From an optimization exercise on the open Yosys and OpenROAD flow, aimed at small area; shortcuts taken in it are not production practice.
RTL that was checked went through simulation tests only; none was proved equivalent to the original.
The flow treats the clock pin as an ideal source, which a real chip does not have.
Power is estimated from default activity; no workload was simulated.

## the reference run
==> flow/design.v (excerpt) <==
module SDRAM_arbit(
    input                   sysclk_100M         ,
    input                   rst_n               ,
    output                  CKE                 ,
    output                  cs_n                ,
    output  reg             ras_n               ,
    output  reg             cas_n               ,
    output  reg             we_n                ,
    output          [12:0]  addr                ,
    output          [ 1:0]  ba                  ,
    output          [ 1:0]  dqm                 ,
    output                  dq_oe               ,   
    input                   write_trig          ,   
    output                  write_data_vld      ,   
    input                   read_trig           ,
    output                  read_data_vld       ,   
    output  reg             write_end
);
clock: 10.0 ns
lec_check: 0
cap_margin: 20
core_margin: 2
core_utilization: 40
slew_margin: 20
standard.sh (not shown) runs the stock make flow with config.mk's settings and CLKGATE_MAP_FILE= SYNTH_SCRIPT=/design/flow/synth_recipe.tcl, a recipe that flattens the netlist after the stock synthesis.
==> flow/flow/run.sh <==
#!/bin/bash
# The standard layout (standard.sh: standard synthesis, floorplan, place,
# CTS, route, finish) with changes made only through ORFS's own variables:
#  - after floorplan, OpenROAD's restructure re-maps the combinational logic
#    for area (flow/remap.tcl), with the platform's liberty less its
#    don't-use cells (flow/filter_lib.py); registers are not touched;
#  - the port buffers use the smallest buffer cell (buf_1);
#  - clock tree synthesis builds the tree from clkbuf_4 without dummy loads,
#    then buffers driving more than 9 pins become clkbuf_8 (flow/clk.tcl);
#  - one tie-high and one tie-low cell drive all constant pins and ports
#    (ORFS's tie fanout repair is skipped; flow/ties.tcl merges the tie cells
#    that restructure inserts);
#  - after clock tree synthesis, cells are sized down where timing allows
#    (flow/recover.tcl).
# All tool output goes to standard.log here and to ORFS's logs under orfs/.
cp standard.sh standard_sh_copy.log
export BUFFER_PORTS_ARGS="-buffer_cell sky130_fd_sc_hd__buf_1"
export CTS_ARGS="-sink_clustering_enable -repair_clock_nets -dont_use_dummy_load -buf_list sky130_fd_sc_hd__clkbuf_4 -root_buf sky130_fd_sc_hd__clkbuf_4"
export SKIP_REPAIR_TIE_FANOUT=1
export POST_FLOORPLAN_TCL="$(pwd)/flow/remap.tcl"
export POST_CTS_TCL="$(pwd)/flow/clk.tcl"
bash standard.sh > standard.log 2>&1
Other scripts of this flow, unchanged in this note and not shown: flow/flow/clk.tcl, flow/flow/filter_lib.py, flow/flow/recover.tcl, flow/flow/remap.tcl, flow/flow/ties.tcl
diff inputs: the reference run => the trial run
diff --git a/flow/design.v b/flow/design.v
--- a/flow/design.v
+++ b/flow/design.v
@@ -33,28 +33,29 @@
 wire    a_wr    = (ast == A_WR)                         ;
 wire    a_rd    = (ast == A_RD)                         ;
 wire    wr_flag = ast[1] & ast[0]                       ;    
 localparam  [14:0]  PWR_END = 15'd20000 ;    
 localparam  [ 9:0]  S780    = 10'b0011010100;
 localparam  [ 9:0]  M780    = 10'b1101101110;
 reg     [ 9:0]  cnt         ;
 reg             ref_req     ;
 always @(posedge sysclk_100M) begin
-    if (rst_n == 1'b0 || (a_arb & ref_req))
+    if (rst_n == 1'b0) begin
         cnt     <= 10'd0;
-    else
+        ref_req <= 1'b0;
+    end else if (a_arb & ref_req) begin
+        cnt     <= 10'd0;
+        ref_req <= 1'b0;
+    end else begin
         cnt     <= {cnt[8:0], ~(cnt[9] ^ cnt[6])};
-end
-always @(posedge sysclk_100M) begin
-    if (a_arb & ref_req)
-        ref_req <= 1'b0;
-    else if ((cnt & M780) == (S780 & M780))
-        ref_req <= 1'b1;
+        if ((cnt & M780) == (S780 & M780))
+            ref_req <= 1'b1;
+    end
 end
 wire    ref_cmd     = cnt[0] & ~cnt[1];      
 wire    ref_last    = cnt[6];                
 localparam  [2:0]   W_IDLE  = 3'd0 ,
                     W_REQ0  = 3'd1 ,
                     W_REQ1  = 3'd2 ,
                     W_ACT0  = 3'd3 ,
                     W_ACT1  = 3'd4 ,
                     W_WR    = 3'd5 ,
@@ -95,38 +96,38 @@
                     if (write_end)      wst <= W_IDLE;
                     else if (ref_req)   wst <= W_REQ0;
                     else                wst <= W_ACT0;
                 end
         default: wst <= W_IDLE;
     endcase
 end
 always @(posedge sysclk_100M) begin
     if (rst_n == 1'b0) begin
+        w_pc            <= 1'b0;
+        w_pe            <= 1'b0;
         write_end       <= 1'b0;
         w_al            <= 9'd0;
         w_rowl          <= {RW{1'b0}};
         w_bank          <= 1'b0;
     end else begin
+        w_pc            <= (wst == W_PRE);
+        w_pe            <= w_pc;
         if (write_data_vld & (w_al[1:0] == 2'd1) & (w_al[7:2] == 6'h3f))
             write_end   <= 1'b1;
         else if (wst == W_ACT0 || wst == W_ACT1)
             write_end   <= 1'b0;
         if (w_wrapd | init_last)
             {w_rowl, w_al}  <= {(RW+9){1'b0}};
         else
             {w_rowl, w_al}  <= {w_rowl, w_al} ^ w_cy;
         if (w_wrapc)
             w_bank      <= ~w_bank;
     end
-end
-always @(posedge sysclk_100M) begin
-    w_pc            <= (wst == W_PRE);
-    w_pe            <= w_pc;
 end
 localparam  [3:0]   R_IDLE  = 4'd0 ,
                     R_REQ0  = 4'd1 ,
                     R_REQ1  = 4'd2 ,
                     R_ACT0  = 4'd3 ,
                     R_ACT1  = 4'd4 ,
                     R_PRE   = 4'd5 ,
                     R_RDF   = 4'd6 ;     
 reg     [ 3:0]  rst         ;
@@ -166,38 +167,38 @@
                     if (read_end)       rst <= R_IDLE;
                     else if (ref_req)   rst <= R_REQ0;
                     else                rst <= R_ACT0;
                 end
         default: rst <= R_IDLE;
     endcase
 end
 always @(posedge sysclk_100M) begin
     if (rst_n == 1'b0) begin
+        r_pc            <= 1'b0;
+        r_pe            <= 1'b0;
         read_end        <= 1'b1;
         r_col           <= 7'd0;
         r_row           <= {RW{1'b0}};
         r_bank          <= 1'b0;
     end else begin
+        r_pc            <= (rst == R_PRE);
+        r_pe            <= r_pc;
         if (rst == 4'b1110 && r_col[5:0] == 6'h3f)
             read_end    <= 1'b1;
         else if (rst == R_ACT0 || rst == R_ACT1)
             read_end    <= 1'b0;
         if (r_p7 & r_col_last & r_row_last)
             {r_row, r_col}  <= {(RW+7){1'b0}};
         else
             {r_row, r_col}  <= {r_row, r_col} ^ r_cy;
         if (r_c7 & r_col_last & r_row_last)
             r_bank      <= ~w_bank;
     end
-end
-always @(posedge sysclk_100M) begin
-    r_pc            <= (rst == R_PRE);
-    r_pe            <= r_pc;
 end
 wire    both    = w_req & r_req & write_end & read_end;
 wire    go_w    = both ? ~wr_flag : (w_req & read_end);
 wire    go_r    = both ?  wr_flag : (r_req & write_end);
 always @(posedge sysclk_100M) begin
     if (rst_n == 1'b0)
         ast <= A_INIT;
     else case (ast)
         A_INIT:  if (init_last) ast <= A_ARB_R;
==> summary.txt <==
- Diff the reference run -> the trial run: global-route met3 utilization saw an increase; die height saw little to no change; via count of the first global-routing pass saw a decrease; count of buffers not belonging to the clock network in the layout saw an increase.
- Compared with the reference run, the trial run shows clock power that has gone up by a few percent.
- In the flow results for the reference run and the trial run, the slew at the pin with the worst max-slew slack is smaller on the trial run.
Function not checked in the reference run: the RTL went through the layout flow alone.

========
rev 12:
SDRAM_arbit, a different RTL version from the one above (not shown whole).
For scale: roughly 82 flip-flops, roughly 4200 µm² of cells after synthesis.
Settings: LEC_CHECK=0, CAP_MARGIN=20, CORE_MARGIN=2, CORE_UTILIZATION=40, SLEW_MARGIN=20; clock period 10.0 ns.
==> flow/flow/run.sh <==
#!/bin/bash
# The standard layout (standard.sh: standard synthesis, floorplan, place,
# CTS, route, finish) with changes made only through ORFS's own variables:
#  - after floorplan, OpenROAD's restructure re-maps the combinational logic
#    for area (flow/remap.tcl); registers are not touched;
#  - the port buffers use the smallest buffer cell (buf_1);
#  - clock tree synthesis builds the tree from clkbuf_8 without dummy loads;
#  - the two tie cells of synthesis (tie-high, tie-low) are kept instead of
#    one tie cell per constant pin;
#  - after clock tree synthesis, cells are sized down where timing allows
#    (flow/recover.tcl).
# All tool output goes to standard.log here and to ORFS's logs under orfs/.
cp standard.sh standard_sh_copy.log
export BUFFER_PORTS_ARGS="-buffer_cell sky130_fd_sc_hd__buf_1"
export CTS_ARGS="-sink_clustering_enable -repair_clock_nets -dont_use_dummy_load -buf_list sky130_fd_sc_hd__clkbuf_8 -root_buf sky130_fd_sc_hd__clkbuf_8"
export SKIP_REPAIR_TIE_FANOUT=1
export POST_FLOORPLAN_TCL="$(pwd)/flow/remap.tcl"
export POST_CTS_TCL="$(pwd)/flow/recover.tcl"
bash standard.sh > standard.log 2>&1
==> flow/flow/recover.tcl <==
# After clock tree synthesis: the design has several ns of setup slack, so
# size cells down where timing allows (power recovery), then re-legalize.
log_cmd estimate_parasitics -placement
log_cmd repair_timing -recover_power 100 -verbose
log_cmd detailed_placement
log_cmd check_placement -verbose
==> flow/flow/remap.tcl <==
# After floorplan: re-map the combinational logic for area with OpenROAD's
# restructure (ABC), keeping every register.
log_cmd estimate_parasitics -placement
set lib [lindex $::env(LIB_FILES) 0]
log_cmd restructure -target area -liberty_file $lib \
  -tiehi_port sky130_fd_sc_hd__conb_1/HI -tielo_port sky130_fd_sc_hd__conb_1/LO \
  -work_dir $::env(OBJECTS_DIR) -abc_logfile $::env(LOG_DIR)/2_restructure_abc.log
The inputs of rev 13 differ from those of rev 12 as listed below.
-- flow/design.v --
<<< rev 12, line 21
localparam  [6:0]    COL_LAST = (256 >> 2) - 1;  
localparam  [2:0]   A_INIT  = 3'b000 ,
                    A_ARB_R = 3'b001 ,
                    A_ARB_W = 3'b011 ,
                    A_REF_R = 3'b101 ,
                    A_REF_W = 3'b111 ,
                    A_WR    = 3'b010 ,
                    A_RD    = 3'b100 ;
reg     [ 2:0]  ast         ;
wire    a_init  = (ast == A_INIT)                       ;
wire    a_arb   = (ast == A_ARB_R) | (ast == A_ARB_W)   ;
wire    a_ref   = (ast == A_REF_R) | (ast == A_REF_W)   ;
wire    a_wr    = (ast == A_WR)                         ;
wire    a_rd    = (ast == A_RD)                         ;
wire    wr_flag = ast[1] & ast[0]                       ;    
localparam  [14:0]  PWR_END = 15'd20000 ;    
localparam  [ 9:0]  S780    = 10'b0011010100;
>>> rev 13, line 21
localparam  [6:0]    COL_LAST = (256 >> 2) - 1;  
localparam  [2:0]   A_INIT  = 3'b000 ,
                    A_ARB   = 3'b001 ,
                    A_REF   = 3'b010 ,
                    A_W0    = 3'b100 ,    
                    A_W1    = 3'b101 ,
                    A_R0    = 3'b110 ,    
                    A_R1    = 3'b111 ;
reg     [ 2:0]  ast         ;
reg             wr_flag     ;    
wire    a_init  = (ast == A_INIT)               ;
wire    a_arb   = (ast == A_ARB)                ;
wire    a_ref   = (ast == A_REF)                ;
wire    a_wr    = ast[2] & ~ast[1]              ;
wire    a_rd    = ast[2] &  ast[1]              ;
wire    ack_w   = (ast == A_W0)                 ;
wire    ack_r   = (ast == A_R0)                 ;
localparam  [14:0]  PWR_END = 15'd20000 ;    
localparam  [ 9:0]  S780    = 10'b0011010100;
<<< rev 12, line 70
wire    w_col_last = (w_al[8:2] == COL_LAST);
wire    w_req   = (wst == W_REQ1) | ((wst == W_ACT0) & ~w_pc);
wire    ack_w   = a_wr & (wst == W_REQ1);
wire    w_b3    = write_data_vld & (w_al[1:0] == 2'd2);      
wire    w_rowend = w_b3 & (w_al[8:2] == 7'h7f);
>>> rev 13, line 72
wire    w_col_last = (w_al[8:2] == COL_LAST);
wire    w_req   = (wst == W_REQ1) | ((wst == W_ACT0) & ~w_pc);
wire    w_b3    = write_data_vld & (w_al[1:0] == 2'd2);      
wire    w_rowend = w_b3 & (w_al[8:2] == 7'h7f);
<<< rev 12, line 140
wire    r_col_last = (r_col == COL_LAST);
wire    r_req   = (rst == R_REQ1) | ((rst == R_ACT0) & ~r_pc);
wire    ack_r   = a_rd & (rst == R_REQ1);
wire    r_c7    = (rst == 4'b1111);
wire    r_p7    = ((rst == 4'b1000) & read_data_vld) | ((rst == R_PRE) & ~r_pc);
>>> rev 13, line 141
wire    r_col_last = (r_col == COL_LAST);
wire    r_req   = (rst == R_REQ1) | ((rst == R_ACT0) & ~r_pc);
wire    r_c7    = (rst == 4'b1111);
wire    r_p7    = ((rst == 4'b1000) & read_data_vld) | ((rst == R_PRE) & ~r_pc);
<<< rev 12, line 200
        ast <= A_INIT;
    else case (ast)
        A_INIT:  if (init_last) ast <= A_ARB_R;
        A_ARB_R,
        A_ARB_W: if (ref_req)   ast <= wr_flag ? A_REF_W : A_REF_R;
                 else if (go_w) ast <= A_WR;
                 else if (go_r) ast <= A_RD;
        A_REF_R: if (ref_last)  ast <= A_ARB_R;
        A_REF_W: if (ref_last)  ast <= A_ARB_W;
        A_WR:    if (w_pe & (ref_req | write_end)) ast <= A_ARB_W;
        A_RD:    if (r_pe & (ref_req | read_end))  ast <= A_ARB_R;
        default: ast <= A_INIT;
    endcase
end
wire        w_is_row = (wst == W_ACT1) | ((wst == W_WR) & ~write_data_vld);
>>> rev 13, line 200
        ast <= A_INIT;
    else case (ast)
        A_INIT: if (init_last) ast <= A_ARB;
        A_ARB:  if (ref_req)    ast <= A_REF;
                else if (go_w)  ast <= A_W0;
                else if (go_r)  ast <= A_R0;
        A_REF:  if (ref_last) ast <= A_ARB;
        A_W0:   ast <= A_W1;
        A_W1:   if (w_pe & (ref_req | write_end)) ast <= A_ARB;
        A_R0:   ast <= A_R1;
        A_R1:   if (r_pe & (ref_req | read_end)) ast <= A_ARB;
        default: ast <= A_INIT;
    endcase
end
always @(posedge sysclk_100M) begin
    if (a_init | a_rd)
        wr_flag <= 1'b0;
    else if (a_wr)
        wr_flag <= 1'b1;
end
wire        w_is_row = (wst == W_ACT1) | ((wst == W_WR) & ~write_data_vld);
### Flow results
On layout-stage area growth over the synthesis result: between rev 12 and rev 13, it ends up lower for rev 12. Diff rev 12 -> rev 13: hold slack dropped 21 ps; fraction of synthesized area in multiplexers fell by 0.43 points; worst setup slack fell 18 ps; via count +1.1%. Rev 13 ended up with a lower number of non-clock buffers in the layout than rev 12 did. The lower number of signal-net inverters in the final layout came out of rev 13.
The RTL of rev 12 was laid out without a check of its function.

separate check: timing with driven ports:
How much do the figures lean on ideal ports? The routed layouts below were timed once more, with nothing changed but the port constraints. Step 1, drivers: a clkbuf_16 drives sysclk_100M and a buf_2 each remaining input, both assumed. Step 2 moves the port delays by t, midway between the first and last clock arrival at a register: inputs arrive t later, outputs are due t later. That takes back most of the time a late clock gives input paths. Three values: ideal ports, drivers, drivers and shift; two values: the first two.
| run | t, ns | slack for setup (ns) | worst setup path after step 2 | clock arrival spread, ns |
|---|---|---|---|---|
| the reference run | 0.441 | 5.707 / 5.677 / 6.027 | register to register | 0.022 / 0.022 |
| the trial run | 0.445 | 5.790 / 5.761 / 5.772 | input to register | 0.031 / 0.031 |
| rev 12 | 0.386 | 5.329 / 5.329 / 5.329 | register to register | 0.022 / 0.022 |
| rev 13 | 0.378 | 5.311 / 5.311 / 5.311 | register to register | 0.023 / 0.023 |
After both steps setup and hold are still met in every run listed. For the trial run, which loses most, drivers alone change the setup slack by -0.029 ns; drivers and shift together by -0.018 ns.
